Context: an optimization exercise on an open-source flow, tuned for small area and a short achievable clock period. The choices shown serve that exercise and are no tape-out recipe.
RTL that was checked went through simulation tests only; none was proved equivalent to the original.
For run 1, only the layout was checked, not whether the RTL still works.
Power is estimated from default activity; no workload was simulated.

File: design/flow/run.sh
#!/bin/bash
# synth_recipe.tcl (not shown) runs the flow's synth.tcl, then flattens the netlist and writes it again
# the make line also repeats each setting of config.mk as NAME=value (left out here)
make -C /OpenROAD-flow-scripts/flow DESIGN_CONFIG=/design/flow/config.mk WORK_HOME=/design/flow/orfs CLKGATE_MAP_FILE= SYNTH_SCRIPT=/design/flow/synth_recipe.tcl finish
File: design/flow/config.mk
export PLATFORM = sky130hd
export DESIGN_NAME = LedCPUwithRAM
export DESIGN_NICKNAME = LedCPUwithRAM
export VERILOG_FILES = /design/flow/design.v
export SDC_FILE = /design/flow/constraint.sdc
export NUM_CORES = 4
export LEC_CHECK = 0
export CAP_MARGIN = 20
export CORE_MARGIN = 2
export CORE_UTILIZATION = 55
export CTS_BUF_LIST = sky130_fd_sc_hd__clkbuf_8
export CTS_CLUSTER_SIZE = 30
export SETUP_SLACK_MARGIN = 2.5
export SLEW_MARGIN = 20
export SYNTH_MEMORY_MAX_BITS = 8192
File: design/flow/constraint.sdc
create_clock -name core_clock -period 5.5 [get_ports {clk}]
set_input_delay 1.1000 -clock core_clock [delete_from_list [all_inputs] [get_ports {clk}]]
set_output_delay 1.1000 -clock core_clock [all_outputs]
set_load 0.01 [all_outputs]
File: design/flow/design.v
module debounce (rst, clk, noisy, clean);
   input rst, clk, noisy;
   output reg clean;
   parameter NDELAY = 4;
   parameter NBITS = 3;
   reg [NBITS-1:0] count;
   reg xnew;
   always @(posedge clk)
      if (rst) begin xnew <= noisy; clean <= noisy; count <= 0; end
      else if (noisy != xnew) begin xnew <= noisy; count <= 0; end
      else if (count == NDELAY) clean <= xnew;
      else count <= count+1;
endmodule
module progLogic(clk,rst,switch,enter,dataWr,addrWr,wrEn);
input clk,rst,enter;
input [7:0] switch;
output reg [15:0] dataWr;
output reg [7:0] addrWr;
output reg wrEn;
reg [7:0] hi;
reg count;
reg enterPrev;
wire press = enterPrev & ~enter;
always @(posedge clk) begin
	enterPrev <= enter;
	if (rst) begin
		wrEn <= 1'b0;
		addrWr <= 8'd0;
		count <= 1'b0;
	end else if (press) begin
		if (!count) begin
			hi <= switch;
			count <= 1'b1;
		end else begin
			dataWr <= {hi, switch};
			wrEn <= 1'b1;
		end
	end else if (wrEn) begin
		addrWr <= addrWr + 8'd1;
		wrEn <= 1'b0;
		count <= 1'b0;
	end
end
endmodule
module mem1R1W(clk, rst, jump, step, target, dataRd, addrWr, dataWr, wrEn);
input clk, rst;
input jump;              
input step;              
input [7:0] target;
output reg [15:0] dataRd;
input [7:0] addrWr;
input [15:0] dataWr;
input wrEn;
localparam NP = 22;
reg [4095:0] ring;
reg [7:0] rot;           
reg [7:0] physRd;        
reg [7:0] pphys;         
reg pv;                  
wire [7:0] nrot = ~rot;   
wire [255:0] sel = 256'd1 << physRd;
reg [63:0] part;
reg byp;
reg [15:0] g;
integer i, k;
always @(posedge clk) begin
	byp <= pv && physRd == pphys;
	for (k = 0; k < 4; k = k + 1) begin
		g = 16'd0;
		for (i = 64*k; i < 64*k + 64; i = i + 1)
			g = g | (ring[i*16 +: 16] & {16{sel[i]}});
		part[k*16 +: 16] <= g;
	end
end
always @(*)
	dataRd = byp ? dataWr : part[15:0] | part[31:16] | part[47:32] | part[63:48];
always @(posedge clk) begin
	rot <= rot + 8'd1;
	if (rst)
		physRd <= nrot;
	else if (jump)
		physRd <= target + nrot;
	else if (!step)
		physRd <= physRd - 8'd1;
end
function [7:0] port(input integer j);
	port = (j * 256) / NP;
endfunction
reg land;
integer j;
always @(*) begin
	land = 1'b0;
	for (j = 0; j < NP; j = j + 1)
		if (pphys == port(j) + 8'd1)
			land = 1'b1;
end
always @(posedge clk) begin
	pv <= wrEn | (pv & ~land);
	pphys <= wrEn ? addrWr + nrot : pphys - 8'd1;
end
always @(posedge clk) begin
	ring <= {ring[15:0], ring[4095:16]};
	for (j = 0; j < NP; j = j + 1)
		if (pv && pphys == port(j) + 8'd1)
			ring[port(j)*16 +: 16] <= dataWr;
end
endmodule
module LedCPUcore(clk,rst,dataRd,jump,step,target,outPattern);
input  clk,rst;
input [15:0] dataRd;
output jump, step;
output [7:0] target;
output reg [7:0] outPattern;
parameter FREQ = 5;
reg [7:0] count;
reg [7:0] processTime;
wire show = dataRd[7:0] != 0;
wire done = processTime == dataRd[7:0];
assign jump = !show;
assign step = show && done;
assign target = dataRd[15:8];
always @(posedge clk) begin
	if (rst) begin
		outPattern <= 0;
		count <= 0;
		processTime <= 0;
	end else if (show) begin
		outPattern <= dataRd[15:8];
		count <= (count == FREQ) ? 8'd0 : count + 8'd1;
		if (done)
			processTime <= 0;
		else if (count == FREQ)
			processTime <= processTime + 8'd1;
	end else
		count <= count + 8'd1;
end
endmodule
module LedCPUwithRAM(
	clk,
	rst,
	switch,
	enter,
	outPattern
);
input clk, rst;
input [7:0] switch;
input enter;
output [7:0] outPattern;
parameter NDELAY = 4;
parameter FREQ = 5;
wire enterDB, wrEn, jump, step;
wire [7:0] addrWr, target;
wire [15:0] dataWr, dataRd;
debounce #(NDELAY) debounce_1(.rst(rst), .clk(clk), .noisy(enter), .clean(enterDB));
progLogic progLogic_1(.clk(clk), .rst(rst), .switch(switch), .enter(enterDB), .addrWr(addrWr), .dataWr(dataWr), .wrEn(wrEn));
mem1R1W mem1R1W_1(.clk(clk), .rst(rst), .jump(jump), .step(step), .target(target), .dataRd(dataRd), .addrWr(addrWr), .dataWr(dataWr), .wrEn(wrEn));
LedCPUcore #(FREQ) LedCPUcore_1(.clk(clk), .rst(rst), .dataRd(dataRd), .jump(jump), .step(step), .target(target), .outPattern(outPattern));
endmodule
==> results of run 1 <==
[area by class of cell]
type,instances,area (um2),area share
flip-flops and latches,4250,85400,0.599
multi-input cells,3979,32000,0.224
clock buffers,817,11200,0.0788
repair buffers,684,8940,0.0626
well taps,2821,3530,0.0247
clock inverters,289,1370,0.00957
inverters,28,115,0.000807
diodes,40,100,0.000701
[worst register-to-register path, delay by kind of cell (launching register included)]
family | cells | cell delay (ns)
fa+ha+maj | 1 | 0.27
buf+inv | 2 | 0.35
flops | 1 | 0.49
simple gates | 3 | 1.59
compound gates | 2 | 0.57
[final timing paths]
check,start,endpoint,depth (start not counted)
worst min register to register,mem1R1W_1.ring[720]$_DFF_P_,mem1R1W_1.ring[704]$_DFF_P_,0
worst max-delay path,mem1R1W_1.physRd[0]$_DFFE_PP_,mem1R1W_1.part[41]$_DFF_P_,8
worst min-delay path,rst,progLogic_1.wrEn$_SDFFE_PP0P_,3
worst max register to register,mem1R1W_1.physRd[0]$_DFFE_PP_,mem1R1W_1.part[41]$_DFF_P_,8
[metrics by stage]
stage                     worst slack [ns]  utilization  instance area, um2  instances  hold slack, ns
after floorplan                       2.52            -              118000       8833           0.323
after global routing                  1.95        0.672              143000      12900           0.240
final                                 1.56        0.672              143000      12900           0.237
after CTS                             2.08        0.662              141000      12800           0.179
after global placement               0.821        0.574              122000      11400           0.329
after detailed placement             0.858        0.574              122000      11400           0.335
[cells in the mapped netlist, types with 159 or more instances]
master       n
dfxtp_1   4216
a22oi_1    999
nor2_1     159
clkbuf_1   232
nand3_1    233
buf_2      243
nand4_1    174
nand2_1    222
a221oi_1   374
a22o_1     289
mux2_2     348
a21oi_1    189
[logic make-up after synthesis]
family / after synthesis / synth area share
muxes: 366 / 0.0349
AOI/OAI and AO/OA: 2435 / 0.159
DFF: 4250 / 0.727
buffers and inverters: 619 / 0.0230
adders and majority gates: 32 / 0.00353
and+or+nand+nor: 1074 / 0.0483
xor gates and xnor gates: 57 / 0.00425
[power by group through the flow]
stage               Combinational [mW]  Sequential [mW]  Clock (mW)
global route                      8.17             31.6        27.0
finish                            8.53             31.7        25.6
CTS                               7.61             31.6        25.5
global placement                  5.38             32.3           0
detailed placement                5.38             32.3           0
floorplan                         2.41             32.0           0
[registers in the layout, indices dropped and copies added, names as in the netlist]
signal	flops
mem1R1W_1.pphys	8
LedCPUcore_1.outPattern	8
mem1R1W_1.byp	1
mem1R1W_1.pv	1
debounce_1.clean	1
mem1R1W_1.physRd	8
LedCPUcore_1.processTime	8
LedCPUcore_1.count	8
mem1R1W_1.ring	4096
progLogic_1.hi	8
progLogic_1.wrEn	1
mem1R1W_1.rot	8
mem1R1W_1.part	64
progLogic_1.count	1
progLogic_1.enterPrev	1
debounce_1.xnew	1
progLogic_1.addrWr	8
debounce_1.count	3
progLogic_1.dataWr	16
[what timing repair did]
item	CTS	global route
buffers inserted	269	64
setup endpoints to repair	103	73
pin swaps	163	174
gates cloned	60	11
resized for setup	500	242
[per-layer routing]
layer / wire length (um) / vias to the layer above
li1: - / 35000
met1: 186000 / 43500
met2: 207000 / 7574
met3: 74300 / 2092
met4: 46100 / 38
met5: 264 / -
==> flow_summary.toml, run 1 <==
[global_route]
grt_usage = 0.456
grt_overflow = 0
top_usage_layer = "met2"
grt_max_degree = 71
grt_pass1_wl_mm = 690
antenna_found_initial = 62
first_global_vias = 85600
grt_util_met2 = 0.646
grt_use_met3 = 0.159
grt.met1_usage = 0.581

[detailed_routing]
first_pass_iters = 9
avgViaCountPerCell = 6.83
drt-total-wl_mm = 513
drtIter0Drc = 13700
num_vias = 88200
antenna_left = 0
drc = 0
routedWlPerCell_um = 39.8

[yosys]
syn_inst = 8833
ys_ff_latch = 4250
yosysTopAreaCell = "dfxtp_1"
syn_avg_cell_area_um2 = 13.3
yosysSeqAreaShare = 0.727
synth_top_flop_cell = "dfxtp_1"
yosysWarnings = 4
async_flop_share = 0
ys_types = 82
synth_top_area_frac = 0.718
synth_edf_count = 34
synth_area_leaders = "dfxtp_1 72%, a22oi_1 6.4%, mux2_2 3.3%, a221oi_1 2.8%, a22o_1 2.2%"
synth_nets = 8876
synth_area_um2 = 118000

[power_and_ir_drop]
power.internal_mw = 47.2
leakage_nw = 55.6
swShare = 0.283
seqPwrFrac = 0.481
p_clk_frac = 0.389
irDropWorstVdd_v = 0.000379
p_total_mw = 65.8
power_frac_comb = 0.130
power_density_nw_per_um2 = 461
switchingPower_mw = 18.6

[sta]
finalCriticalPeriod_ns = 3.94
finalSetupViolCount = 0
final-max-slew-violation-count = 9
max_slew_margin = -0.0164
hold_viol_final = 0
fin_skew_ns = 0.0614
fmaxAchievable_ghz = 0.254
rsz0062_at_grt = "yes"
fin_crit_sh = 0.717
worst_pin_slew_ns = 1.52
fin_setup_tns_ns = 0

[worst_setup_path]
ff2ff_setup_slack_ns = 1.56
slowest_stage = "nand4_1"
worst_path_largest_cell_delay_ns = 1.16
cpLargestDelayFamily = "simple AND/OR/NAND/NOR gates"
crit_buf_inv = 2
required_ns = 6.00
cp_max_fo = 43
critical_path_class = "register to register"
crit_path_start_kind = "register"
crit_chain = "ha_4 -> buf_12 -> nor4bb_4 -> buf_12 -> a22oi_2 -> a41oi_1 -> nor3_2 -> nand4_1"
critPathMostFrequentCell = "buf_12"
end_kind = "register"
crit_arrival_ns = 4.45

[final_layout]
layout_common_cells = "4212 x dfxtp_1, 949 x a22oi_1, 818 x clkbuf_8, 374 x buf_4, 348 x mux2_2"
nets = 9631
mostFrequentLayoutCell = "dfxtp_1"
nFillCells = 15500
area.growth.synth_to_final_pct = 21.4
drive_above_1_share = 0.233

[clocking]
clkTransAtPathRegs_ns = 0.07
htree_levels = 6
clkSinkCount = 4250
clockBufferDepth = 4
cts-hold-fix-buffers = 0
clk_latency_ns = 1.13
cts_tree = "yes"
cts_root_buf = "clkbuf_8"
cts_buffers = 645

[die]
io-pin-count = 19
die_y_um = 466
core_area_um2 = 212000
rows = 169
die_area_um2 = 217000
start_util = 0.554
die_w_um = 466

[place]
place_congestion = 0.926
dp_hpwl_mm = 268
portBuffers = 18

[run_status]
failed_checks = "capacitance limit, slew limit"
status = "complete, but fails checks"

[flow_run]
max-cap-violations = 1

[hold_path]
hold_class = "primary input to register"
==> inputs of run 2 (changes only) <==
--- a/design/flow/design.v
+++ b/design/flow/design.v
@@ -51,29 +51,15 @@
 input [7:0] addrWr;
 input [15:0] dataWr;
 input wrEn;
-localparam NP = 22;
+localparam K = 8;
 reg [4095:0] ring;
 reg [7:0] rot;           
 reg [7:0] physRd;        
 reg [7:0] pphys;         
 reg pv;                  
 wire [7:0] nrot = ~rot;   
-wire [255:0] sel = 256'd1 << physRd;
-reg [63:0] part;
-reg byp;
-reg [15:0] g;
-integer i, k;
-always @(posedge clk) begin
-	byp <= pv && physRd == pphys;
-	for (k = 0; k < 4; k = k + 1) begin
-		g = 16'd0;
-		for (i = 64*k; i < 64*k + 64; i = i + 1)
-			g = g | (ring[i*16 +: 16] & {16{sel[i]}});
-		part[k*16 +: 16] <= g;
-	end
-end
-always @(*)
-	dataRd = byp ? dataWr : part[15:0] | part[31:16] | part[47:32] | part[63:48];
+always @(posedge clk)
+	dataRd <= (pv && physRd == pphys) ? dataWr : ring[physRd*16 +: 16];
 always @(posedge clk) begin
 	rot <= rot + 8'd1;
 	if (rst)
@@ -83,26 +69,17 @@
 	else if (!step)
 		physRd <= physRd - 8'd1;
 end
-function [7:0] port(input integer j);
-	port = (j * 256) / NP;
-endfunction
-reg land;
-integer j;
-always @(*) begin
-	land = 1'b0;
-	for (j = 0; j < NP; j = j + 1)
-		if (pphys == port(j) + 8'd1)
-			land = 1'b1;
-end
+wire land = pphys[2:0] == 3'd1;
 always @(posedge clk) begin
 	pv <= wrEn | (pv & ~land);
 	pphys <= wrEn ? addrWr + nrot : pphys - 8'd1;
 end
+integer j;
 always @(posedge clk) begin
 	ring <= {ring[15:0], ring[4095:16]};
-	for (j = 0; j < NP; j = j + 1)
-		if (pv && pphys == port(j) + 8'd1)
-			ring[port(j)*16 +: 16] <= dataWr;
+	for (j = 0; j < 256; j = j + K)
+		if (pv && land && pphys[7:3] == j/K)
+			ring[j*16 +: 16] <= dataWr;
 end
 endmodule
 module LedCPUcore(clk,rst,dataRd,jump,step,target,outPattern);
==> design/flow/config.mk (replaced) <==
export PLATFORM = sky130hd
export DESIGN_NAME = LedCPUwithRAM
export DESIGN_NICKNAME = LedCPUwithRAM
export VERILOG_FILES = /design/flow/design.v
export SDC_FILE = /design/flow/constraint.sdc
export NUM_CORES = 4
export LEC_CHECK = 0
export CAP_MARGIN = 20
export CORE_MARGIN = 2
export CORE_UTILIZATION = 40
export SLEW_MARGIN = 20
export SYNTH_MEMORY_MAX_BITS = 8192
==> run 2 against run 1 <==
Net effect:
- now clean on timing, DRC and antenna
- worst setup slack got worse by 0.51 ns
- routed wire length decreased by 36%
- maximum frequency decreased by 11%
- global-route usage decreased by 25 points
- core utilization decreased by 21 points
- first-iteration DRC count decreased by 63%
- sequential power increased by 1%
- non-clock buffer count decreased by 468
- critical path type unchanged
- critical endpoint is now mem1R1W_1.dataRd[15]$_DFF_P_
==> flow_summary.toml, run 2 <==
[worst_setup_path]
crit_path_start_kind = "register"
required_ns = 6.28
end_kind = "register"
crit_arrival_ns = 5.24
worstReg2RegEnd = "mem1R1W_1.dataRd[15]$_DFF_P_"
cp_max_fo = 40
r2r_start = "mem1R1W_1.physRd[1]$_DFFE_PP_"
ff2ff_setup_slack_ns = 1.04
reg2reg_depth = 10
critical_path_class = "register to register"

[detailed_routing]
drt-total-wl_mm = 329
first_pass_iters = 5
drc = 0
routedWlPerCell_um = 26.6
num_vias = 65800
avgViaCountPerCell = 5.32
drtIter0Drc = 5007
antenna_left = 0

[clocking]
cts_resized = 0
clkSinkCount = 4201
cts-hold-fix-buffers = 0
cts_tree = "yes"
cts_buffers = 410
cts_root_buf = "clkbuf_16"
clk_latency_ns = 0.92
cts_setup_buffers = 0
htree_levels = 5
clkTransAtPathRegs_ns = 0.06
clockBufferDepth = 4

[yosys]
yosysTopAreaCell = "dfxtp_1"
synth_mux_area_frac = 0.249
synth_area_um2 = 126000
ys_types = 69
async_flop_share = 0
synth_nets = 7738
synth_area_leaders = "dfxtp_1 66%, mux4_2 17%, mux2_2 4.7%, mux2i_1 2.7%, a22oi_1 0.83%"
synth-simple-area-share = 0.0157
yosysWarnings = 4
yosysMostFrequentCell = "dfxtp_1"
syn_avg_cell_area_um2 = 16.4
syn_inst = 7701
ys_ff_latch = 4201
synth_top_flop_cell = "dfxtp_1"
yosysSeqAreaShare = 0.670
synth_top_cells_by_count = "4167 x dfxtp_1, 974 x mux4_2, 531 x mux2_2"
synth_edf_count = 34
synth_fa_ha_area_frac = 0.00270
synth_compound_area_frac = 0.0359
synth_top_family_by_area = "multiplexers"
synth_top_area_frac = 0.662
yosys.area_share.xor_xnor = 0.00452

[sta]
final-max-slew-violation-count = 0
hold_viol_final = 0
worst_pin_slew_ns = 1.11
fmaxAchievable_ghz = 0.224
fin_crit_sh = 0.810
finalCriticalPeriod_ns = 4.46
max_slew_margin = 0.257
rsz0062_at_grt = "no"
finalSetupViolCount = 0
fin_skew_ns = 0.0636
fin_setup_tns_ns = 0

[final_layout]
area.growth.synth_to_final_pct = 15.4
layout_common_cells = "4167 x dfxtp_1, 974 x mux4_2, 531 x mux2_2, 415 x clkbuf_16, 341 x mux2i_1"
largest_reg_flops = 4096
mostFrequentLayoutCell = "dfxtp_1"
registers.top_by_ff_count = "mem1R1W_1.ring"
fin_area_um2 = 145000
drive_above_1_share = 0.297
top_regs = "mem1R1W_1.ring (4096), mem1R1W_1.dataRd (16), progLogic_1.dataWr (16)"
nets = 7886

[global_route]
first_global_vias = 69800
grt_max_degree = 120
grt_pass1_wl_mm = 482
antenna_found_initial = 23
grt_usage = 0.205
grt_overflow = 0

[power_and_ir_drop]
irDropWorstVdd_v = 0.000319
power_density_nw_per_um2 = 515
p_total_mw = 74.8
leakage_nw = 56.2

[die]
io-pin-count = 19
rows = 206
die_y_um = 565
die_w_um = 565
die_area_um2 = 319000
start_util = 0.401
core_area_um2 = 314000

[run_status]
status = "complete, no violations"

[hold_path]
hold_depth = 0
hold_path_startpoint = "mem1R1W_1.ring[4069]$_DFF_P_"
hold_class = "register to register"
hold-path-endpoint = "mem1R1W_1.ring[4053]$_DFF_P_"

[place]
place_congestion = 0.826
portBuffers = 18
place_area_um2 = 131000
dp_hpwl_mm = 197

[flow_run]
max-cap-violations = 0
run 2: area by class of cell:
class | instances | area [um2]
fillers | 26700 | 169000
flip-flops and latches | 4201 | 84400
multi-input cells | 2994 | 39100
clock buffers | 604 | 12100
well taps | 4160 | 5200
clock inverters | 150 | 2180
repair buffers | 216 | 2140
inverters | 26 | 106
diodes | 11 | 27.5
run 2: kinds of logic (layout without fill, tap and decap cells):
kind of cell / after synthesis / in the layout
other: 0 / 11
multiplexers: 1846 / 1846
XOR/XNOR: 65 / 65
buffers and inverters: 506 / 996
AND/OR/NAND/NOR: 413 / 413
AO/OA/AOI/OAI: 644 / 644
adder cells (fa/ha/maj): 26 / 26
flip-flops: 4201 / 4201
run 2: how the worst max path moves through the flow:
stage                                         endpoint  slack [ns]                          start
after detailed placement  mem1R1W_1.dataRd[15]$_DFF_P_        1.15  mem1R1W_1.physRd[1]$_DFFE_PP_
after global routing      mem1R1W_1.dataRd[15]$_DFF_P_        1.10  mem1R1W_1.physRd[1]$_DFFE_PP_
after floorplan            mem1R1W_1.dataRd[8]$_DFF_P_        2.87  mem1R1W_1.physRd[0]$_DFFE_PP_
final                     mem1R1W_1.dataRd[15]$_DFF_P_        1.04  mem1R1W_1.physRd[1]$_DFFE_PP_
after global placement    mem1R1W_1.dataRd[15]$_DFF_P_        1.18  mem1R1W_1.physRd[1]$_DFFE_PP_
after CTS                 mem1R1W_1.dataRd[15]$_DFF_P_        1.10  mem1R1W_1.physRd[1]$_DFFE_PP_
run 2: worst max-delay path: stages, from the launching register on:
cell and delay [ns]:
edfxtp_1 1.05, buf_12 0.29, buf_12 0.20, buf_12 0.29, mux4_2 0.55, mux2i_1 0.26, o22ai_1 0.14, a2111oi_0 0.83
nand3_1 0.39, nand3_1 0.18, nand3_1 0.09
run 2: metal layers:
layer	global-route usage	wire (um)
met2	0.325	152000
met3	0.0316	18100
met4	0.0593	8550
met5	0	0
met1	0.290	150000
run 2: through the flow:
stage | hold slack (ns) | cells | util | worst slack (ns)
floorplan | 0.324 | 7701 | - | 2.87
global placement | 0.327 | 11600 | 0.417 | 1.18
detailed placement | 0.329 | 11600 | 0.417 | 1.15
CTS | 0.307 | 12400 | 0.462 | 1.10
global route | 0.306 | 12400 | 0.462 | 1.10
finish | 0.315 | 12400 | 0.462 | 1.04
run 2: power by group:
| group | internal (mW) | switching, mW | total [mW] |
|---|---|---|---|
| registers | 31.4 | 0.721 | 32.1 |
| logic | 5.05 | 8.39 | 13.4 |
| clock network | 17.5 | 11.8 | 29.3 |
==> inputs of run 3 (changes only) <==
--- a/design/flow/design.v
+++ b/design/flow/design.v
@@ -47,39 +47,68 @@
 input jump;              
 input step;              
 input [7:0] target;
-output reg [15:0] dataRd;
+output [15:0] dataRd;
 input [7:0] addrWr;
 input [15:0] dataWr;
 input wrEn;
-localparam K = 8;
+localparam NP = 22;
 reg [4095:0] ring;
 reg [7:0] rot;           
-reg [7:0] physRd;        
+reg [15:0] selLo;        
+reg [15:0] selHi;        
 reg [7:0] pphys;         
 reg pv;                  
 wire [7:0] nrot = ~rot;   
-always @(posedge clk)
-	dataRd <= (pv && physRd == pphys) ? dataWr : ring[physRd*16 +: 16];
+wire [7:0] jt = target + nrot;
 always @(posedge clk) begin
 	rot <= rot + 8'd1;
-	if (rst)
-		physRd <= nrot;
-	else if (jump)
-		physRd <= target + nrot;
-	else if (!step)
-		physRd <= physRd - 8'd1;
+	if (rst) begin
+		selLo <= 16'd1 << nrot[3:0];
+		selHi <= 16'd1 << nrot[7:4];
+	end else if (jump) begin
+		selLo <= 16'd1 << jt[3:0];
+		selHi <= 16'd1 << jt[7:4];
+	end else if (!step) begin
+		selLo <= {selLo[0], selLo[15:1]};
+		if (selLo[0])
+			selHi <= {selHi[0], selHi[15:1]};
+	end
 end
-wire land = pphys[2:0] == 3'd1;
+reg [63:0] part;
+reg byp;
+reg [15:0] g;
+integer i, k;
+wire [15:0] pLo = 16'd1 << pphys[3:0];
+wire [15:0] pHi = 16'd1 << pphys[7:4];
 always @(posedge clk) begin
-	pv <= wrEn | (pv & ~land);
-	pphys <= wrEn ? addrWr + nrot : pphys - 8'd1;
+	byp <= pv && (selLo & pLo) != 0 && (selHi & pHi) != 0;
+	for (k = 0; k < 4; k = k + 1) begin
+		g = 16'd0;
+		for (i = 64*k; i < 64*k + 64; i = i + 1)
+			g = g | (ring[i*16 +: 16] & {16{selLo[i%16] & selHi[i/16]}});
+		part[k*16 +: 16] <= g;
+	end
 end
+assign dataRd = byp ? dataWr : part[15:0] | part[31:16] | part[47:32] | part[63:48];
+function [7:0] port(input integer j);
+	port = (j * 256) / NP;
+endfunction
+wire [7:0] pphysNext = wrEn ? addrWr + nrot : pphys - 8'd1;
+wire land = en != 0;
+wire pvNext = wrEn | (pv & ~land);
+reg [NP-1:0] en;
 integer j;
 always @(posedge clk) begin
+	pv <= pvNext;
+	pphys <= pphysNext;
+	for (j = 0; j < NP; j = j + 1)
+		en[j] <= pvNext && pphysNext == port(j) + 8'd1;
+end
+always @(posedge clk) begin
 	ring <= {ring[15:0], ring[4095:16]};
-	for (j = 0; j < 256; j = j + K)
-		if (pv && land && pphys[7:3] == j/K)
-			ring[j*16 +: 16] <= dataWr;
+	for (j = 0; j < NP; j = j + 1)
+		if (en[j])
+			ring[port(j)*16 +: 16] <= dataWr;
 end
 endmodule
 module LedCPUcore(clk,rst,dataRd,jump,step,target,outPattern);
--- a/design/flow/config.mk
+++ b/design/flow/config.mk
@@ -7,6 +7,9 @@
 export LEC_CHECK = 0
 export CAP_MARGIN = 20
 export CORE_MARGIN = 2
-export CORE_UTILIZATION = 40
+export CORE_UTILIZATION = 60
+export CTS_CLUSTER_DIAMETER = 80
+export CTS_CLUSTER_SIZE = 24
+export SETUP_SLACK_MARGIN = 3.0
 export SLEW_MARGIN = 20
 export SYNTH_MEMORY_MAX_BITS = 8192
==> run 3 against run 2 <==
Net effect:
- first-iteration DRC count is 150% higher
- synthesized cell count increased by 10%
- final area down 9.4%
- still clean on timing, DRC and antenna
- sequential power up 5%
- die area down 37%
- critical path depth increased by 9
==> flow_summary.toml, run 3 <==
[final_layout]
stdcell_count = 11200
area.growth.synth_to_final_pct = 11.2
top_regs = "mem1R1W_1.ring (4096), mem1R1W_1.part (64), mem1R1W_1.en (22)"
registers.top_by_ff_count = "mem1R1W_1.ring"
mostFrequentLayoutCell = "dfxtp_1"
utilization = 0.673
drive_above_1_share = 0.181
fin_area_um2 = 132000
layout_common_cells = "4199 x dfxtp_1, 1029 x a22o_1, 876 x a221oi_1, 355 x mux2_2, 265 x nand4_1"
nets = 8559
largest_reg_flops = 4096

[place]
placedCellCount = 10700
portBuffers = 18
place_congestion = 0.957
dp_hpwl_mm = 271
place_area_um2 = 121000

[global_route]
grt_util_met2 = 0.651
grt_max_degree = 44
antenna_found_initial = 38
grt.met1_usage = 0.593
grt_pass1_wl_mm = 629
first_global_vias = 77400
grt_use_met3 = 0.160
grt_overflow = 0
grt_usage = 0.457
top_usage_layer = "met2"

[detailed_routing]
routedWlPerCell_um = 42.4
drc = 0
drtIter0Drc = 12400
num_vias = 80900
first_pass_iters = 9
avgViaCountPerCell = 7.23
drt-total-wl_mm = 475
antenna_left = 0

[worst_setup_path]
cp_max_fo = 2
slowest_stage = "dfxtp_4"
crit_arrival_ns = 3.67
worst_path_largest_cell_delay_ns = 0.40
crit_chain = "nor4_4 -> o21ai_2 -> buf_4 -> buf_4 -> buf_4 -> buf_4 -> buf_4 -> buf_4 -> buf_4 -> buf_4 -> buf_4 -> buf_4 -> buf_4 -> buf_6 -> buf_4 -> buf_4 -> buf_4 -> nand2_4 -> a21oi_2"
end_kind = "register"
crit_path_start_kind = "register"
critical_path_class = "register to register"
required_ns = 6.29
critPathMostFrequentCell = "buf_4"

[die]
die_y_um = 448
io-pin-count = 19
die_area_um2 = 201000
die_w_um = 448
rows = 162
start_util = 0.605
core_area_um2 = 195000

[hold_path]
hold_class = "register to register"

[clocking]
clkTransAtPathRegs_ns = 0.09
cts_root_buf = "clkbuf_16"
clk_latency_ns = 0.91
cts_tree = "yes"
cts_buffers = 199
htree_levels = 4
clockBufferDepth = 3
cts-hold-fix-buffers = 0
clkSinkCount = 4296

[sta]
fin_setup_tns_ns = 0
final-max-slew-violation-count = 0
worst_pin_slew_ns = 0.975
rsz0062_at_grt = "yes"
fin_crit_sh = 0.524
finalSetupViolCount = 0
max_slew_margin = 0.349
fin_skew_ns = 0.0397
finalCriticalPeriod_ns = 2.88
hold_viol_final = 0
fmaxAchievable_ghz = 0.347

[yosys]
syn_avg_cell_area_um2 = 13.9
yosysWarnings = 4
ys_ff_latch = 4296
synth_area_leaders = "dfxtp_1 72%, a22o_1 7.6%, a221oi_1 7.6%, mux2_2 3.4%, clkbuf_1 1.9%"
synth_nets = 8537
synth_top_area_frac = 0.717
synth_edf_count = 58
syn_inst = 8493
synth_top_cells_by_count = "4238 x dfxtp_1, 1029 x a22o_1, 1028 x a221oi_1"
async_flop_share = 0
yosysTopAreaCell = "dfxtp_1"
yosysSeqAreaShare = 0.732
synth_top_flop_cell = "dfxtp_1"
synth_area_um2 = 118000
ys_types = 74
yosysMostFrequentCell = "dfxtp_1"

[power_and_ir_drop]
irDropWorstVdd_v = 0.000357
power_density_nw_per_um2 = 401
leakage_nw = 50.7

[flow_run]
max-cap-violations = 0

[run_status]
status = "complete, no violations"
==> run 3: final cells by class <==
class / instances / area (um2)
repair buffers: 459 / 4780
flip-flops and latches: 4296 / 86700
inverters: 29 / 123
fillers: 14100 / 63800
well taps: 2624 / 3280
diodes: 28 / 70.1
multi-input cells: 3530 / 31200
clock buffers: 214 / 5210
clock inverters: 13 / 185
==> run 3: cell families after synthesis <==
kind of cell,Yosys count,share of synthesized area
flip-flops,4296,0.732
AO/OA/AOI/OAI,2195,0.160
buffers and inverters,672,0.0216
XOR/XNOR,43,0.00318
adder cells (fa/ha/maj),33,0.00362
multiplexers,368,0.0352
AND/OR/NAND/NOR,886,0.0446
==> run 3: worst max-delay path: cells and delay by family, from the launching register on <==
kind                   cells  cell delay (ns)
and+or+nand+nor            2             0.35
DFF                        1             0.40
buffers and inverters     15             1.86
AOI/OAI and AO/OA          2             0.14
==> run 3: metrics by stage <==
| stage | setup WS (ns) | total power [mW] | hold slack [ns] |
|---|---|---|---|
| 2_1_floorplan | 2.69 | 34.9 | 0.331 |
| 3_3_place_gp | 2.14 | 36.1 | 0.332 |
| 3_5_place_dp | 2.11 | 36.1 | 0.335 |
| 4_1_cts | 2.71 | 52.1 | 0.332 |
| 5_1_grt | 2.57 | 53.8 | 0.341 |
| 6_report | 2.62 | 52.7 | 0.326 |
==> run 3: where the power goes <==
part           switching, mW  leakage [nW]  internal (mW)
clock network           9.57          2.64           6.78
registers               1.10          34.8           32.6
logic                   1.72          13.2          0.944
==> run 3: worst paths after layout <==
kind | from | endpoint | slack [ns] | cells after the start
setup / recovery | mem1R1W_1.part[56]$_DFF_P_ | LedCPUcore_1.outPattern[0]$_SDFFE_PP0N_ | 2.62 | 19
hold reg to reg | mem1R1W_1.ring[2646]$_DFF_P_ | mem1R1W_1.ring[2630]$_DFF_P_ | 0.33 | 0
setup reg to reg | mem1R1W_1.part[56]$_DFF_P_ | LedCPUcore_1.outPattern[0]$_SDFFE_PP0N_ | 2.62 | 19
hold / removal | mem1R1W_1.ring[2646]$_DFF_P_ | mem1R1W_1.ring[2630]$_DFF_P_ | 0.33 | 0
==> run 3: routing by layer <==
metal | vias up | share of wire
met5 | - | 0.00043
li1 | 31900 | -
met1 | 39900 | 0.36
met4 | 22 | 0.082
met3 | 2064 | 0.15
met2 | 6970 | 0.40
==> run 3: timing repair <==
item	CTS	global route
pin swaps	33	58
endpoints found under the setup margin	176	138
resized for setup	457	364
cloned	4	8
setup buffers	151	88
==> inputs of run 4 (changes only) <==
--- a/design/flow/design.v
+++ b/design/flow/design.v
@@ -11,10 +11,11 @@
       else if (count == NDELAY) clean <= xnew;
       else count <= count+1;
 endmodule
-module progLogic(clk,rst,switch,enter,dataWr,addrWr,wrEn);
+module progLogic(clk,rst,switch,enter,dataWr,nDataWr,addrWr,wrEn);
 input clk,rst,enter;
 input [7:0] switch;
 output reg [15:0] dataWr;
+output reg [15:0] nDataWr;    
 output reg [7:0] addrWr;
 output reg wrEn;
 reg [7:0] hi;
@@ -33,6 +34,7 @@
 			count <= 1'b1;
 		end else begin
 			dataWr <= {hi, switch};
+			nDataWr <= ~{hi, switch};
 			wrEn <= 1'b1;
 		end
 	end else if (wrEn) begin
@@ -42,7 +44,7 @@
 	end
 end
 endmodule
-module mem1R1W(clk, rst, jump, step, target, dataRd, addrWr, dataWr, wrEn);
+module mem1R1W(clk, rst, jump, step, target, dataRd, addrWr, dataWr, nDataWr, wrEn);
 input clk, rst;
 input jump;              
 input step;              
@@ -50,6 +52,7 @@
 output [15:0] dataRd;
 input [7:0] addrWr;
 input [15:0] dataWr;
+input [15:0] nDataWr;     
 input wrEn;
 localparam NP = 22;
 reg [4095:0] ring;
@@ -59,22 +62,28 @@
 reg [7:0] pphys;         
 reg pv;                  
 wire [7:0] nrot = ~rot;   
-wire [7:0] jt = target + nrot;
+wire [3:0] jtLo = target[3:0] + nrot[3:0];
+wire [3:0] jtHi = target[7:4] + nrot[7:4];
+wire [15:0] tLo = 16'd1 << target[3:0];
+wire [15:0] leLo = ~(16'hfffe << rot[3:0]);    
+wire carry = (tLo & ~leLo) != 16'd0;
+wire [15:0] jHi0 = 16'd1 << jtHi;
+wire [15:0] jHi = carry ? {jHi0[14:0], jHi0[15]} : jHi0;
 always @(posedge clk) begin
 	rot <= rot + 8'd1;
 	if (rst) begin
 		selLo <= 16'd1 << nrot[3:0];
 		selHi <= 16'd1 << nrot[7:4];
 	end else if (jump) begin
-		selLo <= 16'd1 << jt[3:0];
-		selHi <= 16'd1 << jt[7:4];
+		selLo <= 16'd1 << jtLo;
+		selHi <= jHi;
 	end else if (!step) begin
 		selLo <= {selLo[0], selLo[15:1]};
 		if (selLo[0])
 			selHi <= {selHi[0], selHi[15:1]};
 	end
 end
-reg [63:0] part;
+reg [63:0] nPart;
 reg byp;
 reg [15:0] g;
 integer i, k;
@@ -86,10 +95,10 @@
 		g = 16'd0;
 		for (i = 64*k; i < 64*k + 64; i = i + 1)
 			g = g | (ring[i*16 +: 16] & {16{selLo[i%16] & selHi[i/16]}});
-		part[k*16 +: 16] <= g;
+		nPart[k*16 +: 16] <= ~g;
 	end
 end
-assign dataRd = byp ? dataWr : part[15:0] | part[31:16] | part[47:32] | part[63:48];
+assign dataRd = byp ? ~nDataWr : ~(nPart[15:0] & nPart[31:16] & nPart[47:32] & nPart[63:48]);
 function [7:0] port(input integer j);
 	port = (j * 256) / NP;
 endfunction
@@ -156,9 +165,9 @@
 parameter FREQ = 5;
 wire enterDB, wrEn, jump, step;
 wire [7:0] addrWr, target;
-wire [15:0] dataWr, dataRd;
+wire [15:0] dataWr, nDataWr, dataRd;
 debounce #(NDELAY) debounce_1(.rst(rst), .clk(clk), .noisy(enter), .clean(enterDB));
-progLogic progLogic_1(.clk(clk), .rst(rst), .switch(switch), .enter(enterDB), .addrWr(addrWr), .dataWr(dataWr), .wrEn(wrEn));
-mem1R1W mem1R1W_1(.clk(clk), .rst(rst), .jump(jump), .step(step), .target(target), .dataRd(dataRd), .addrWr(addrWr), .dataWr(dataWr), .wrEn(wrEn));
+progLogic progLogic_1(.clk(clk), .rst(rst), .switch(switch), .enter(enterDB), .addrWr(addrWr), .dataWr(dataWr), .nDataWr(nDataWr), .wrEn(wrEn));
+mem1R1W mem1R1W_1(.clk(clk), .rst(rst), .jump(jump), .step(step), .target(target), .dataRd(dataRd), .addrWr(addrWr), .dataWr(dataWr), .nDataWr(nDataWr), .wrEn(wrEn));
 LedCPUcore #(FREQ) LedCPUcore_1(.clk(clk), .rst(rst), .dataRd(dataRd), .jump(jump), .step(step), .target(target), .outPattern(outPattern));
 endmodule
--- a/design/flow/config.mk
+++ b/design/flow/config.mk
@@ -13,3 +13,4 @@
 export SETUP_SLACK_MARGIN = 3.0
 export SLEW_MARGIN = 20
 export SYNTH_MEMORY_MAX_BITS = 8192
+export TNS_END_PERCENT = 10
==> run 4 against run 3 <==
Net effect:
- core utilization is 1.2 points lower
- flip-flop and latch count grew 16
- critical path depth decreased by 13
- worst setup slack improved by 0.19 ns
- synthesized cell count grew 0.34%
- worst hold slack gained 0.011 ns
- highest routed layer unchanged
==> flow_summary.toml, run 4 <==
[power_and_ir_drop]
power_density_nw_per_um2 = 458
irDropWorstVdd_v = 0.000465
leakage_nw = 49.9

[clocking]
htree_levels = 4
clockBufferDepth = 3
clk_latency_ns = 0.92
cts_buffers = 199
clkTransAtPathRegs_ns = 0.10
cts-hold-fix-buffers = 0
clkSinkCount = 4312
cts_root_buf = "clkbuf_16"
cts_tree = "yes"

[worst_setup_path]
required_ns = 6.26
crit_path_start_kind = "register"
end_kind = "register"
slowest_stage = "edfxtp_1"
cpLargestDelayFamily = "simple AND/OR/NAND/NOR gates"
cp_max_fo = 16
crit_arrival_ns = 3.45
crit_chain = "and2_1 -> buf_4 -> a22o_1 -> a221oi_1 -> nand4_1 -> nor4_2"
crit_buf_inv = 1
worst_path_largest_cell_delay_ns = 0.57
critical_path_class = "register to register"

[yosys]
async_flop_share = 0
yosysTopAreaCell = "dfxtp_1"
synth_area_um2 = 119000
synth_area_leaders = "dfxtp_1 71%, a221oi_1 7.5%, a22o_1 7.5%, mux2_2 3.4%, clkbuf_1 1.9%"
yosysWarnings = 4
ys_types = 78
synth_top_area_frac = 0.714
synth_edf_count = 74
yosysMostFrequentCell = "dfxtp_1"
syn_inst = 8522
syn_avg_cell_area_um2 = 13.9
synth_top_cells_by_count = "4238 x dfxtp_1, 1024 x a221oi_1, 1024 x a22o_1"
ys_ff_latch = 4312
yosysSeqAreaShare = 0.733
synth_nets = 8568
synth_top_flop_cell = "dfxtp_1"

[sta]
final-max-slew-violation-count = 0
hold_viol_final = 0
worst_pin_slew_ns = 1.11
fin_setup_tns_ns = 0
fmaxAchievable_ghz = 0.372
finalSetupViolCount = 0
rsz0062_at_grt = "yes"
max_slew_margin = 0.259
fin_crit_sh = 0.489
fin_skew_ns = 0.0287
setup_ws_ns = 2.81
finalCriticalPeriod_ns = 2.69

[global_route]
grt_pass1_wl_mm = 617
grt_usage = 0.438
first_global_vias = 77100
grt_overflow = 0
antenna_found_initial = 31
grt_max_degree = 33

[die]
io-pin-count = 19
die_area_um2 = 202000
die_w_um = 449
die_y_um = 449
start_util = 0.603
rows = 163
core_area_um2 = 197000

[final_layout]
top_regs = "mem1R1W_1.ring (4096), mem1R1W_1.nPart (64), mem1R1W_1.en (22)"
mostFrequentLayoutCell = "dfxtp_1"
layout_common_cells = "4200 x dfxtp_1, 1024 x a22o_1, 998 x a221oi_1, 354 x mux2_2, 345 x buf_4"
drive_above_1_share = 0.149
nets = 8574
largest_reg_flops = 4096
registers.top_by_ff_count = "mem1R1W_1.ring"
nFillCells = 14300
utilization = 0.662
stdcell_count = 11200
regArea_um2 = 87100
multi_input_area_um2 = 30200
area.growth.synth_to_final_pct = 9.70

[detailed_routing]
first_pass_iters = 8
antenna_left = 0
drc = 0
routedWlPerCell_um = 40.7
avgViaCountPerCell = 7.14
drtIter0Drc = 11500
num_vias = 80100
drt-total-wl_mm = 456

[place]
place_congestion = 0.959
dp_hpwl_mm = 262
portBuffers = 18
dpl_worst_slack_ns = 1.89
placedCellCount = 10800

[flow_run]
max-cap-violations = 0

[run_status]
status = "complete, no violations"

[hold_path]
hold_class = "register to register"
==> run 4: changes by cell type after synthesis, moves of 15 or more <==
cell      change
nor4_1       +57
or4_1        -69
a22oi_1      +24
clkbuf_1     -15
nand4_1      +17
edfxtp_1     +16
nor2_1       -35
==> run 4: what timing repair did <==
item                                    CTS  global route
setup buffers                           100            41
resized for setup                       218           172
gates cloned                              1             0
endpoints found under the setup margin  214           160
pin swaps                                35            54
==> run 4: power breakdown <==
group / internal [mW] / switching (mW) / leakage (nW) / total, mW
Sequential: 32.9 / 1.11 / 34.9 / 34.0
Combinational: 2.48 / 6.76 / 12.3 / 9.23
Clock: 6.81 / 9.58 / 2.64 / 16.4
==> run 4: cell type report <==
| cell class | count | share of cell area |
|---|---|---|
| Sequential cell | 4312 | 0.668 |
| Multi-Input combinational cell | 3516 | 0.232 |
| Clock buffer | 217 | 0.0399 |
| Timing Repair Buffer | 453 | 0.0309 |
| Tap cell | 2640 | 0.0253 |
| Inverter | 46 | 0.00148 |
| Clock inverter | 13 | 0.00141 |
| Antenna cell | 30 | 0.000576 |
==> run 4: worst reg2reg max path: cells and delay by family (launching register included) <==
family	cells	cell delay, ns
flops	1	0.57
compound gates	2	0.71
simple gates	3	0.99
buf+inv	1	0.28
==> run 4: final timing paths <==
path	slack, ns	end	start	cells after the start
worst max-delay path	2.81	mem1R1W_1.nPart[27]$_DFF_P_	mem1R1W_1.selHi[4]$_DFFE_PP_	6
worst min-delay path	0.34	mem1R1W_1.ring[2164]$_DFF_P_	mem1R1W_1.ring[2180]$_DFF_P_	0
worst max register to register	2.81	mem1R1W_1.nPart[27]$_DFF_P_	mem1R1W_1.selHi[4]$_DFFE_PP_	6
worst min register to register	0.34	mem1R1W_1.ring[2164]$_DFF_P_	mem1R1W_1.ring[2180]$_DFF_P_	0
==> run 4: through the flow <==
step,cell area [um2],power [mW],hold WS (ns)
floorplan,119000,37.7,0.331
finish,130000,59.7,0.338
detailed placement,122000,41.7,0.335
global placement,122000,41.6,0.332
global route,130000,60.7,0.348
CTS,129000,58.1,0.335
==> run 4: cell families (layout without fill, tap and decap cells) <==
kind of cell / count (synthesis) / count (layout) / share of synthesized area
xor+xnor: 42 / 42 / 0.00325
mux: 363 / 363 / 0.0344
flops: 4312 / 4312 / 0.733
buf+inv: 695 / 729 / 0.0226
simple gates: 851 / 852 / 0.0423
compound gates: 2224 / 2224 / 0.161
other cells: 0 / 30 / 0
fa+ha+maj: 35 / 35 / 0.00387
==> run 4: per-layer routing <==
metal | wire, um | vias up | track usage
met2 | 189000 | 6549 | 0.633
met5 | 207 | - | 0
li1 | - | 32000 | -
met3 | 63500 | 1860 | 0.143
met4 | 34800 | 24 | 0.270
met1 | 169000 | 39700 | 0.571
==> inputs of run 5 (changes only) <==
--- a/design/flow/config.mk
+++ b/design/flow/config.mk
@@ -7,7 +7,7 @@
 export LEC_CHECK = 0
 export CAP_MARGIN = 20
 export CORE_MARGIN = 2
-export CORE_UTILIZATION = 60
+export CORE_UTILIZATION = 66
 export CTS_CLUSTER_DIAMETER = 80
 export CTS_CLUSTER_SIZE = 24
 export SETUP_SLACK_MARGIN = 3.0
==> run 5 against run 4 <==
Net effect:
- combinational power is 3.5% lower
- worst hold slack got worse by 0.0091 ns
- via count grew 1.0%
- clock power barely moved
- first-iteration DRC count rose by 15%
- non-clock buffer count shrank 18
- routed wire length is 1.5% lower
- critical path type unchanged
- largest cell class unchanged
- largest power group unchanged
==> flow_summary.toml, run 5 <==
[detailed_routing]
drt-total-wl_mm = 450
drtIter0Drc = 13200
num_vias = 81000
antenna_left = 0
avgViaCountPerCell = 7.42
routedWlPerCell_um = 41.2
first_pass_iters = 10
drc = 0

[sta]
rsz0062_at_grt = "yes"
fin_crit_sh = 0.520
hold_viol_final = 0
finalCriticalPeriod_ns = 2.86
fin_setup_tns_ns = 0
worst_pin_slew_ns = 1.05
finalSetupViolCount = 0
fmaxAchievable_ghz = 0.350
fin_skew_ns = 0.0362
max_slew_margin = 0.300
fin_hold_ws_ns = 0.329
final-max-slew-violation-count = 0

[final_layout]
nets = 8555
largest_reg_flops = 4096
stdcell_count = 10900
area.growth.synth_to_final_pct = 8.95
layout_common_cells = "4204 x dfxtp_1, 1024 x a22o_1, 1015 x a221oi_1, 362 x buf_4, 354 x mux2_2"
registers.top_by_ff_count = "mem1R1W_1.ring"
fin_area_um2 = 129000
top_regs = "mem1R1W_1.ring (4096), mem1R1W_1.nPart (64), mem1R1W_1.en (22)"
mostFrequentLayoutCell = "dfxtp_1"
drive_above_1_share = 0.151

[power_and_ir_drop]
seqPwrFrac = 0.575
p_total_mw = 59.3
power_frac_comb = 0.150
swShare = 0.291
switchingPower_mw = 17.2
p_clk_frac = 0.275
irDropWorstVdd_v = 0.000351
leakage_nw = 49.7
power.internal_mw = 42.0
power_density_nw_per_um2 = 458

[global_route]
grt_overflow = 0
grt_usage = 0.475
grt_pass1_wl_mm = 611
first_global_vias = 78300
grt_max_degree = 36
antenna_found_initial = 39

[yosys]
yosysWarnings = 4
yosysMostFrequentCell = "dfxtp_1"
syn_inst = 8522
synth_top_flop_cell = "dfxtp_1"
synth_edf_count = 74
ys_types = 78
synth_area_leaders = "dfxtp_1 71%, a221oi_1 7.5%, a22o_1 7.5%, mux2_2 3.4%, clkbuf_1 1.9%"
ys_ff_latch = 4312
yosysSeqAreaShare = 0.733
synth_area_um2 = 119000
yosysTopAreaCell = "dfxtp_1"
synth_top_cells_by_count = "4238 x dfxtp_1, 1024 x a221oi_1, 1024 x a22o_1"
synth_nets = 8568
synth_top_area_frac = 0.714
async_flop_share = 0
syn_avg_cell_area_um2 = 13.9

[place]
dp_hpwl_mm = 266
place_congestion = 0.998
place_area_um2 = 122000
portBuffers = 18
placedCellCount = 10600

[clocking]
cts-hold-fix-buffers = 0
htree_levels = 4
clkSinkCount = 4312
cts_buffers = 199
cts_root_buf = "clkbuf_16"
clk_latency_ns = 0.91
clkTransAtPathRegs_ns = 0.10
clockBufferDepth = 3
cts_tree = "yes"

[worst_setup_path]
crit_path_start_kind = "register"
critPathMostFrequentCell = "buf_4"
worst_path_largest_cell_delay_ns = 0.54
slowest_stage = "edfxtp_1"
cp_max_fo = 9
crit_arrival_ns = 3.61
crit_chain = "buf_4 -> and2_2 -> buf_4 -> a22o_1 -> a221oi_1 -> nand4_1 -> nor4_4"
critical_path_class = "register to register"
required_ns = 6.25
end_kind = "register"

[die]
die_w_um = 428
io-pin-count = 19
die_y_um = 428
start_util = 0.665
core_area_um2 = 179000
die_area_um2 = 183000
rows = 155

[run_status]
status = "complete, no violations"

[hold_path]
hold_class = "register to register"

[flow_run]
max-cap-violations = 0
-- run 5: cell counts after synthesis --
Identical to the previous run, type by type.
-- run 5: repair_timing --
action                                  in CTS  in global routing
cloned                                       0                  0
endpoints found under the setup margin     185                155
buffers inserted                            85                 27
pin swaps                                   26                 44
gates resized for setup                    199                114
-- run 5: cell type report --
class / instances / area, um2
Multi-Input combinational cell: 3515 / 30100
Clock inverter: 13 / 170
Timing Repair Buffer: 435 / 3660
Fill cell: 11900 / 49100
Antenna cell: 16 / 40.0
Inverter: 46 / 193
Clock buffer: 216 / 5190
Tap cell: 2355 / 2950
Sequential cell: 4312 / 87100
-- run 5: logic make-up after synthesis --
group                      after synthesis  synth area share
buffers and inverters                  695            0.0226
AOI/OAI and AO/OA                     2224             0.161
and+or+nand+nor                        851            0.0423
xor gates and xnor gates                42           0.00325
DFF                                   4312             0.733
adders and majority gates               35           0.00387
muxes                                  363            0.0344
-- run 5: layer usage --
metal,global-route usage,up-vias,part of all wire
met4,0.309,38,0.085
met3,0.180,2204,0.16
met1,0.613,39400,0.36
met2,0.670,7347,0.40
li1,-,32000,-
met5,0.00234,-,0.00074
-- run 5: per-stage QoR --
stage / worst slack, ns / util
after floorplan: 2.82 / -
after global placement: 0.744 / 0.682
after detailed placement: 1.91 / 0.683
after CTS: 2.85 / 0.720
after global routing: 2.66 / 0.725
final: 2.64 / 0.725
-- run 5: critical path: cells and delay by family (launching register included) --
kind | cells | cell delay [ns]
and+or+nand+nor | 3 | 1.04
DFF | 1 | 0.54
AOI/OAI and AO/OA | 2 | 0.56
buffers and inverters | 2 | 0.54
-- run 5: power by group through the flow --
stage	sequential [mW]	clock, mW	combinational (mW)
2_1_floorplan	34.2	0	3.52
3_3_place_gp	35.0	0	6.47
3_5_place_dp	35.0	0	6.56
4_1_cts	34.0	16.1	7.68
5_1_grt	34.2	17.3	8.74
6_report	34.1	16.3	8.91
-- run 5: worst paths after layout --
| check | to | startpoint | slack [ns] | depth (start not counted) |
|---|---|---|---|---|
| setup reg to reg | mem1R1W_1.nPart[18]$_DFF_P_ | mem1R1W_1.selLo[9]$_DFFE_PP_ | 2.64 | 7 |
| hold reg to reg | mem1R1W_1.ring[722]$_DFF_P_ | mem1R1W_1.ring[738]$_DFF_P_ | 0.33 | 0 |
| hold / removal | mem1R1W_1.ring[722]$_DFF_P_ | mem1R1W_1.ring[738]$_DFF_P_ | 0.33 | 0 |
| setup / recovery | mem1R1W_1.nPart[18]$_DFF_P_ | mem1R1W_1.selLo[9]$_DFFE_PP_ | 2.64 | 7 |
==> inputs of run 6 (changes only) <==
--- a/design/flow/design.v
+++ b/design/flow/design.v
@@ -11,17 +11,19 @@
       else if (count == NDELAY) clean <= xnew;
       else count <= count+1;
 endmodule
-module progLogic(clk,rst,switch,enter,dataWr,nDataWr,addrWr,wrEn);
+module progLogic(clk,rst,switch,enter,dataWr,nDataWr,addrWrNext,wrEn);
 input clk,rst,enter;
 input [7:0] switch;
 output reg [15:0] dataWr;
 output reg [15:0] nDataWr;    
-output reg [7:0] addrWr;
+output [7:0] addrWrNext;
+reg [7:0] addrWr;
 output reg wrEn;
 reg [7:0] hi;
 reg count;
 reg enterPrev;
 wire press = enterPrev & ~enter;
+assign addrWrNext = rst ? 8'd0 : (!press && wrEn) ? addrWr + 8'd1 : addrWr;
 always @(posedge clk) begin
 	enterPrev <= enter;
 	if (rst) begin
@@ -44,13 +46,13 @@
 	end
 end
 endmodule
-module mem1R1W(clk, rst, jump, step, target, dataRd, addrWr, dataWr, nDataWr, wrEn);
+module mem1R1W(clk, rst, jump, step, target, dataRd, addrWrNext, dataWr, nDataWr, wrEn);
 input clk, rst;
 input jump;              
 input step;              
 input [7:0] target;
 output [15:0] dataRd;
-input [7:0] addrWr;
+input [7:0] addrWrNext;  
 input [15:0] dataWr;
 input [15:0] nDataWr;     
 input wrEn;
@@ -102,16 +104,18 @@
 function [7:0] port(input integer j);
 	port = (j * 256) / NP;
 endfunction
-wire [7:0] pphysNext = wrEn ? addrWr + nrot : pphys - 8'd1;
+reg [7:0] wpos;
+always @(posedge clk)
+	wpos <= addrWrNext + ~(rot + 8'd1);
 wire land = en != 0;
 wire pvNext = wrEn | (pv & ~land);
 reg [NP-1:0] en;
 integer j;
 always @(posedge clk) begin
 	pv <= pvNext;
-	pphys <= pphysNext;
+	pphys <= wrEn ? wpos : pphys - 8'd1;
 	for (j = 0; j < NP; j = j + 1)
-		en[j] <= pvNext && pphysNext == port(j) + 8'd1;
+		en[j] <= wrEn ? wpos == port(j) + 8'd1 : pv && !land && pphys == port(j) + 8'd2;
 end
 always @(posedge clk) begin
 	ring <= {ring[15:0], ring[4095:16]};
@@ -164,10 +168,10 @@
 parameter NDELAY = 4;
 parameter FREQ = 5;
 wire enterDB, wrEn, jump, step;
-wire [7:0] addrWr, target;
+wire [7:0] addrWrNext, target;
 wire [15:0] dataWr, nDataWr, dataRd;
 debounce #(NDELAY) debounce_1(.rst(rst), .clk(clk), .noisy(enter), .clean(enterDB));
-progLogic progLogic_1(.clk(clk), .rst(rst), .switch(switch), .enter(enterDB), .addrWr(addrWr), .dataWr(dataWr), .nDataWr(nDataWr), .wrEn(wrEn));
-mem1R1W mem1R1W_1(.clk(clk), .rst(rst), .jump(jump), .step(step), .target(target), .dataRd(dataRd), .addrWr(addrWr), .dataWr(dataWr), .nDataWr(nDataWr), .wrEn(wrEn));
+progLogic progLogic_1(.clk(clk), .rst(rst), .switch(switch), .enter(enterDB), .addrWrNext(addrWrNext), .dataWr(dataWr), .nDataWr(nDataWr), .wrEn(wrEn));
+mem1R1W mem1R1W_1(.clk(clk), .rst(rst), .jump(jump), .step(step), .target(target), .dataRd(dataRd), .addrWrNext(addrWrNext), .dataWr(dataWr), .nDataWr(nDataWr), .wrEn(wrEn));
 LedCPUcore #(FREQ) LedCPUcore_1(.clk(clk), .rst(rst), .dataRd(dataRd), .jump(jump), .step(step), .target(target), .outPattern(outPattern));
 endmodule
--- a/design/flow/config.mk
+++ b/design/flow/config.mk
@@ -7,7 +7,7 @@
 export LEC_CHECK = 0
 export CAP_MARGIN = 20
 export CORE_MARGIN = 2
-export CORE_UTILIZATION = 66
+export CORE_UTILIZATION = 60
 export CTS_CLUSTER_DIAMETER = 80
 export CTS_CLUSTER_SIZE = 24
 export SETUP_SLACK_MARGIN = 3.0
==> run 6 against run 5 <==
Net effect:
- synthesized area is 0.22% higher
- worst hold slack better by 0.011 ns
- die area is 10% higher
- sequential power decreased by 2%
- critical path type unchanged
- total power fell by 6.8%
- clock skew is 0.0064 ns lower
- worst setup slack better by 0.19 ns
- first-iteration DRC count is 5.6% lower
- core utilization decreased by 5.8 points
==> flow_summary.toml, run 6 <==
[run_status]
status = "complete, no violations"

[sta]
finalSetupViolCount = 0
fin_crit_sh = 0.485
max_slew_margin = 0.266
final-max-slew-violation-count = 0
finalCriticalPeriod_ns = 2.67
fin_skew_ns = 0.0297
fin_setup_tns_ns = 0
setup_ws_ns = 2.83
worst_pin_slew_ns = 1.10
fmaxAchievable_ghz = 0.375
hold_viol_final = 0
rsz0062_at_grt = "yes"

[die]
start_util = 0.604
core_area_um2 = 197000
rows = 163
io-pin-count = 19
die_y_um = 450
die_area_um2 = 202000
die_w_um = 450

[clocking]
clockBufferDepth = 3
htree_levels = 4
clk_latency_ns = 0.91
cts-hold-fix-buffers = 0
clkSinkCount = 4320
clkTransAtPathRegs_ns = 0.10
cts_tree = "yes"
cts_root_buf = "clkbuf_16"
cts_buffers = 200

[worst_setup_path]
setup.worst_path.start = "mem1R1W_1.selLo[12]$_DFFE_PP_"
r2r_start = "mem1R1W_1.selLo[12]$_DFFE_PP_"
slowest_stage = "and2_2"
crit_path_start_kind = "register"
critical_path_class = "register to register"
reg2reg_depth = 8
crit_buf_inv = 3
critPathMostFrequentCell = "buf_4"
cp_max_fo = 16
crit_end = "mem1R1W_1.nPart[44]$_DFF_P_"
worstReg2RegEnd = "mem1R1W_1.nPart[44]$_DFF_P_"
ff2ff_setup_slack_ns = 2.83
required_ns = 6.34
crit_chain = "buf_4 -> buf_4 -> and2_2 -> a22o_1 -> a221oi_1 -> nand4_1 -> nor4_1 -> buf_4"
worst_path_largest_cell_delay_ns = 0.44
crit_arrival_ns = 3.51
end_kind = "register"
crit_cells = 8
cpLargestDelayFamily = "simple AND/OR/NAND/NOR gates"

[global_route]
first_global_vias = 77900
grt.met1_usage = 0.577
grt_pass1_wl_mm = 630
top_usage_layer = "met2"
grt_util_met2 = 0.657
antenna_found_initial = 37
grt_use_met3 = 0.136
grt_max_degree = 35
grt_usage = 0.449
grt_overflow = 0

[hold_path]
hold_class = "register to register"

[detailed_routing]
num_vias = 80700
first_pass_iters = 12
routedWlPerCell_um = 41.5
drc = 0
avgViaCountPerCell = 7.12
drt-total-wl_mm = 471
antenna_left = 0
drtIter0Drc = 12500

[place]
place_area_um2 = 123000
dpl_worst_slack_ns = 1.98
place_congestion = 0.980
dp_hpwl_mm = 274
portBuffers = 18

[final_layout]
registers.top_by_ff_count = "mem1R1W_1.ring"
drive_above_1_share = 0.157
top_regs = "mem1R1W_1.ring (4096), mem1R1W_1.nPart (64), mem1R1W_1.en (22)"
largest_reg_flops = 4096
mostFrequentLayoutCell = "dfxtp_1"
area.growth.synth_to_final_pct = 10.4
utilization = 0.666
nets = 8685
layout_common_cells = "4215 x dfxtp_1, 1004 x a22o_1, 959 x a221oi_1, 373 x buf_4, 353 x mux2_2"
fin_area_um2 = 131000

[yosys]
async_flop_share = 0
yosysWarnings = 4
synth_top_area_frac = 0.714
yosysMostFrequentCell = "dfxtp_1"
synth_edf_count = 74
yosysSeqAreaShare = 0.732
ys_ff_latch = 4320
yosysTopAreaCell = "dfxtp_1"
synth_nets = 8628
ys_types = 67
syn_inst = 8582
synth_top_cells_by_count = "4246 x dfxtp_1, 1005 x a221oi_1, 1005 x a22o_1"
synth_area_leaders = "dfxtp_1 71%, a221oi_1 7.4%, a22o_1 7.4%, mux2_2 3.3%, clkbuf_1 1.9%"
syn_avg_cell_area_um2 = 13.9
synth_area_um2 = 119000
synth_top_flop_cell = "dfxtp_1"

[power_and_ir_drop]
power_density_nw_per_um2 = 420
irDropWorstVdd_v = 0.000387
leakage_nw = 50.4

[flow_run]
max-cap-violations = 0
run 6: layout make-up:
cell class | count | area [um2]
inverters | 53 | 199
fillers | 14400 | 65800
diodes | 26 | 65.1
clock inverters | 12 | 156
multi-input cells | 3553 | 30400
well taps | 2640 | 3300
flip-flops and latches | 4320 | 87300
repair buffers | 511 | 4740
clock buffers | 221 | 5320
run 6: worst min-delay path by stage:
stage,cells past startpoint,to,from
floorplan,0,mem1R1W_1.ring[1000]$_DFF_P_,mem1R1W_1.ring[1016]$_DFF_P_
global placement,0,mem1R1W_1.ring[1475]$_DFF_P_,mem1R1W_1.ring[1491]$_DFF_P_
detailed placement,0,mem1R1W_1.ring[2676]$_DFF_P_,mem1R1W_1.ring[2692]$_DFF_P_
CTS,0,mem1R1W_1.ring[1365]$_DFF_P_,mem1R1W_1.ring[1381]$_DFF_P_
global route,0,mem1R1W_1.ring[1633]$_DFF_P_,mem1R1W_1.ring[1649]$_DFF_P_
finish,0,mem1R1W_1.ring[2766]$_DFF_P_,mem1R1W_1.ring[2782]$_DFF_P_
run 6: timing repair:
action / 4_1_cts / 5_1_grt
gates cloned: 2 / 4
resized for setup: 185 / 248
pin swaps: 28 / 51
endpoints found under the setup margin: 186 / 157
setup buffers: 87 / 89
run 6: stage by stage:
stage	instances	power [mW]	hold WS, ns
after CTS	11200	54.3	0.343
after floorplan	8582	35.7	0.331
after detailed placement	10900	38.0	0.335
after global placement	10900	38.0	0.332
final	11300	55.2	0.339
after global routing	11300	56.3	0.346
run 6: logic make-up after synthesis:
| group | synth area share |
|---|---|
| AO/OA/AOI/OAI | 0.159 |
| multiplexers | 0.0348 |
| XOR/XNOR | 0.00367 |
| AND/OR/NAND/NOR | 0.0434 |
| adder cells (fa/ha/maj) | 0.00404 |
| buffers and inverters | 0.0225 |
| flip-flops | 0.732 |
run 6: worst reg2reg max path: stages, from the launching register on:
cell      delay (ns)
edfxtp_1        0.39
buf_4           0.18
buf_4           0.17
and2_2          0.44
a22o_1          0.35
a221oi_1        0.27
nand4_1         0.18
nor4_1          0.44
buf_4           0.21
run 6: routing by layer:
metal	wire length, um	up-vias
li1	-	32300
met1	171000	39900
met2	196000	6660
met3	63700	1929
met4	38900	28
met5	239	-
run 6: report_power, final:
group          internal, mW  switching, mW  leakage (nW)
Combinational          1.53           3.66          12.8
Sequential             32.6          0.895          35.0
Clock                  6.90           9.67          2.69
Total                  41.0           14.2          50.4
==> inputs of run 7 (changes only) <==
--- a/design/flow/config.mk
+++ b/design/flow/config.mk
@@ -9,7 +9,7 @@
 export CORE_MARGIN = 2
 export CORE_UTILIZATION = 60
 export CTS_CLUSTER_DIAMETER = 80
-export CTS_CLUSTER_SIZE = 24
+export CTS_CLUSTER_SIZE = 28
 export SETUP_SLACK_MARGIN = 3.0
 export SLEW_MARGIN = 20
 export SYNTH_MEMORY_MAX_BITS = 8192
==> run 7 against run 6 <==
Net effect:
- still clean on timing, DRC and antenna
- via count decreased by 0.59%
- sequential power about the same
- synthesized cell count unchanged
- first-iteration DRC count decreased by 4.7%
- routed wire length decreased by 0.80%
- critical path depth unchanged
- core utilization decreased by 0.98 points
- non-clock buffer count decreased by 81
- final area decreased by 1.5%
- clock power decreased by 6%
- register-to-register slack got worse by 0.06 ns
==> flow_summary.toml, run 7 <==
[die]
io-pin-count = 19
core_area_um2 = 197000
start_util = 0.604
die_y_um = 450
rows = 163
die_w_um = 450
die_area_um2 = 202000

[worst_setup_path]
ff2ff_setup_slack_ns = 2.77
end_kind = "register"
cp_max_fo = 9
critical_path_class = "register to register"
required_ns = 6.31
crit_arrival_ns = 3.54
crit_path_start_kind = "register"

[detailed_routing]
first_pass_iters = 9
drt-total-wl_mm = 467
num_vias = 80300
avgViaCountPerCell = 7.15
routedWlPerCell_um = 41.6
antenna_left = 0
drc = 0
drtIter0Drc = 11900

[final_layout]
nets = 8579
mostFrequentLayoutCell = "dfxtp_1"
layout_common_cells = "4213 x dfxtp_1, 1005 x a22o_1, 987 x a221oi_1, 353 x mux2_2, 344 x buf_4"
largest_reg_flops = 4096
top_regs = "mem1R1W_1.ring (4096), mem1R1W_1.nPart (64), mem1R1W_1.en (22)"
drive_above_1_share = 0.144
nFillCells = 14500
area.growth.synth_to_final_pct = 8.73
utilization = 0.657
registers.top_by_ff_count = "mem1R1W_1.ring"

[yosys]
syn_inst = 8582
synth_area_um2 = 119000
yosysMostFrequentCell = "dfxtp_1"
yosysSeqAreaShare = 0.732
yosysWarnings = 4
ys_ff_latch = 4320
yosysTopAreaCell = "dfxtp_1"
synth_edf_count = 74
synth_top_flop_cell = "dfxtp_1"
synth_nets = 8628
synth_top_cells_by_count = "4246 x dfxtp_1, 1005 x a221oi_1, 1005 x a22o_1"
ys_types = 67
syn_avg_cell_area_um2 = 13.9
synth_area_leaders = "dfxtp_1 71%, a221oi_1 7.4%, a22o_1 7.4%, mux2_2 3.3%, clkbuf_1 1.9%"
synth_top_area_frac = 0.714
async_flop_share = 0

[clocking]
htree_levels = 4
clk_latency_ns = 0.91
cts_buffers = 175
clockBufferDepth = 3
clkTransAtPathRegs_ns = 0.10
cts_tree = "yes"
clkSinkCount = 4320
cts_root_buf = "clkbuf_16"

[sta]
fin_crit_sh = 0.496
hold_viol_final = 0
worst_pin_slew_ns = 1.14
fin_skew_ns = 0.0360
fin_hold_ws_ns = 0.323
setup_ws_ns = 2.77
rsz0062_at_grt = "yes"
fmaxAchievable_ghz = 0.367
finalCriticalPeriod_ns = 2.73
fin_setup_tns_ns = 0
finalSetupViolCount = 0
final-max-slew-violation-count = 0
max_slew_margin = 0.243

[global_route]
grt_usage = 0.448
grt_pass1_wl_mm = 629
first_global_vias = 77500
antenna_found_initial = 40
grt_max_degree = 35
grt_overflow = 0

[hold_path]
hold_class = "register to register"

[place]
place_congestion = 0.980
portBuffers = 18
dpl_worst_slack_ns = 1.98
dp_hpwl_mm = 274

[power_and_ir_drop]
irDropWorstVdd_v = 0.000424
power_density_nw_per_um2 = 417
leakage_nw = 49.4

[flow_run]
max-cap-violations = 0

[run_status]
status = "complete, no violations"
==> run 7: cell count changes in the layout (fill, tap and decap cells not counted), sizes merged <==
cell           delta
inv               +3
clkinv            +4
clkbuf           -35
clkinvlp          +1
clkdlybuf4s15     +6
diode             -9
buf              -84
==> run 7: worst paths after layout <==
path,startpoint,to,depth (start not counted)
max,mem1R1W_1.selLo[3]$_DFFE_PP_,mem1R1W_1.nPart[22]$_DFF_P_,8
min,mem1R1W_1.ring[2978]$_DFF_P_,mem1R1W_1.ring[2962]$_DFF_P_,0
max reg2reg,mem1R1W_1.selLo[3]$_DFFE_PP_,mem1R1W_1.nPart[22]$_DFF_P_,8
min reg2reg,mem1R1W_1.ring[2978]$_DFF_P_,mem1R1W_1.ring[2962]$_DFF_P_,0
==> run 7: worst max-delay path, cell delays in order (launching register included) <==
cell      delay [ns]
edfxtp_1        0.45
buf_4           0.22
and2_2          0.33
buf_4           0.29
a22o_1          0.25
a221oi_1        0.30
nand4_1         0.22
nor4_4          0.35
buf_6           0.22
==> run 7: area by class of cell <==
type                       instances  area (um2)  share of cell area
sequential                      4320       87300               0.674
multi-input combinational       3553       30200               0.233
clock buffer                     189        4560              0.0352
timing repair buffer             430        3630              0.0280
tap                             2640        3300              0.0255
clock inverter                    20         267             0.00206
inverter                          53         199             0.00154
antenna                           17        42.5            0.000328
==> run 7: cell families after synthesis <==
| group | Yosys count | synth area share |
|---|---|---|
| mux | 367 | 0.0348 |
| flops | 4320 | 0.732 |
| simple gates | 889 | 0.0434 |
| fa+ha+maj | 37 | 0.00404 |
| compound gates | 2211 | 0.159 |
| buf+inv | 709 | 0.0225 |
| xor+xnor | 49 | 0.00367 |
==> run 7: routing by layer <==
metal	part of all wire	vias to the layer above	wire, um	global-route usage
met1	0.36	39700	170000	0.579
met5	0.00051	-	237	0.00142
li1	-	32100	-	-
met4	0.083	30	38600	0.290
met3	0.13	1891	62800	0.133
met2	0.42	6613	195000	0.658
==> run 7: repair_timing <==
item | 4_1_cts | 5_1_grt
buffers inserted | 77 | 22
pin swaps | 19 | 53
setup endpoints to repair | 186 | 155
gates cloned | 2 | 0
gates resized for setup | 168 | 114
hold buffers | 0 | 0
==> run 7: per-stage QoR <==
stage          cell area (um2)  instances  power (mW)
3_5_place_dp            123000      10900        38.0
4_1_cts                 129000      11200        53.2
3_3_place_gp            122000      10900        38.0
2_1_floorplan           119000       8582        35.7
5_1_grt                 129000      11200        55.0
6_report                130000      11200        54.0
==> run 7: where the power goes <==
part / internal [mW] / total [mW] / switching (mW)
sequential: 32.6 / 33.5 / 0.893
combinational: 1.34 / 4.91 / 3.57
clock: 6.03 / 15.6 / 9.53
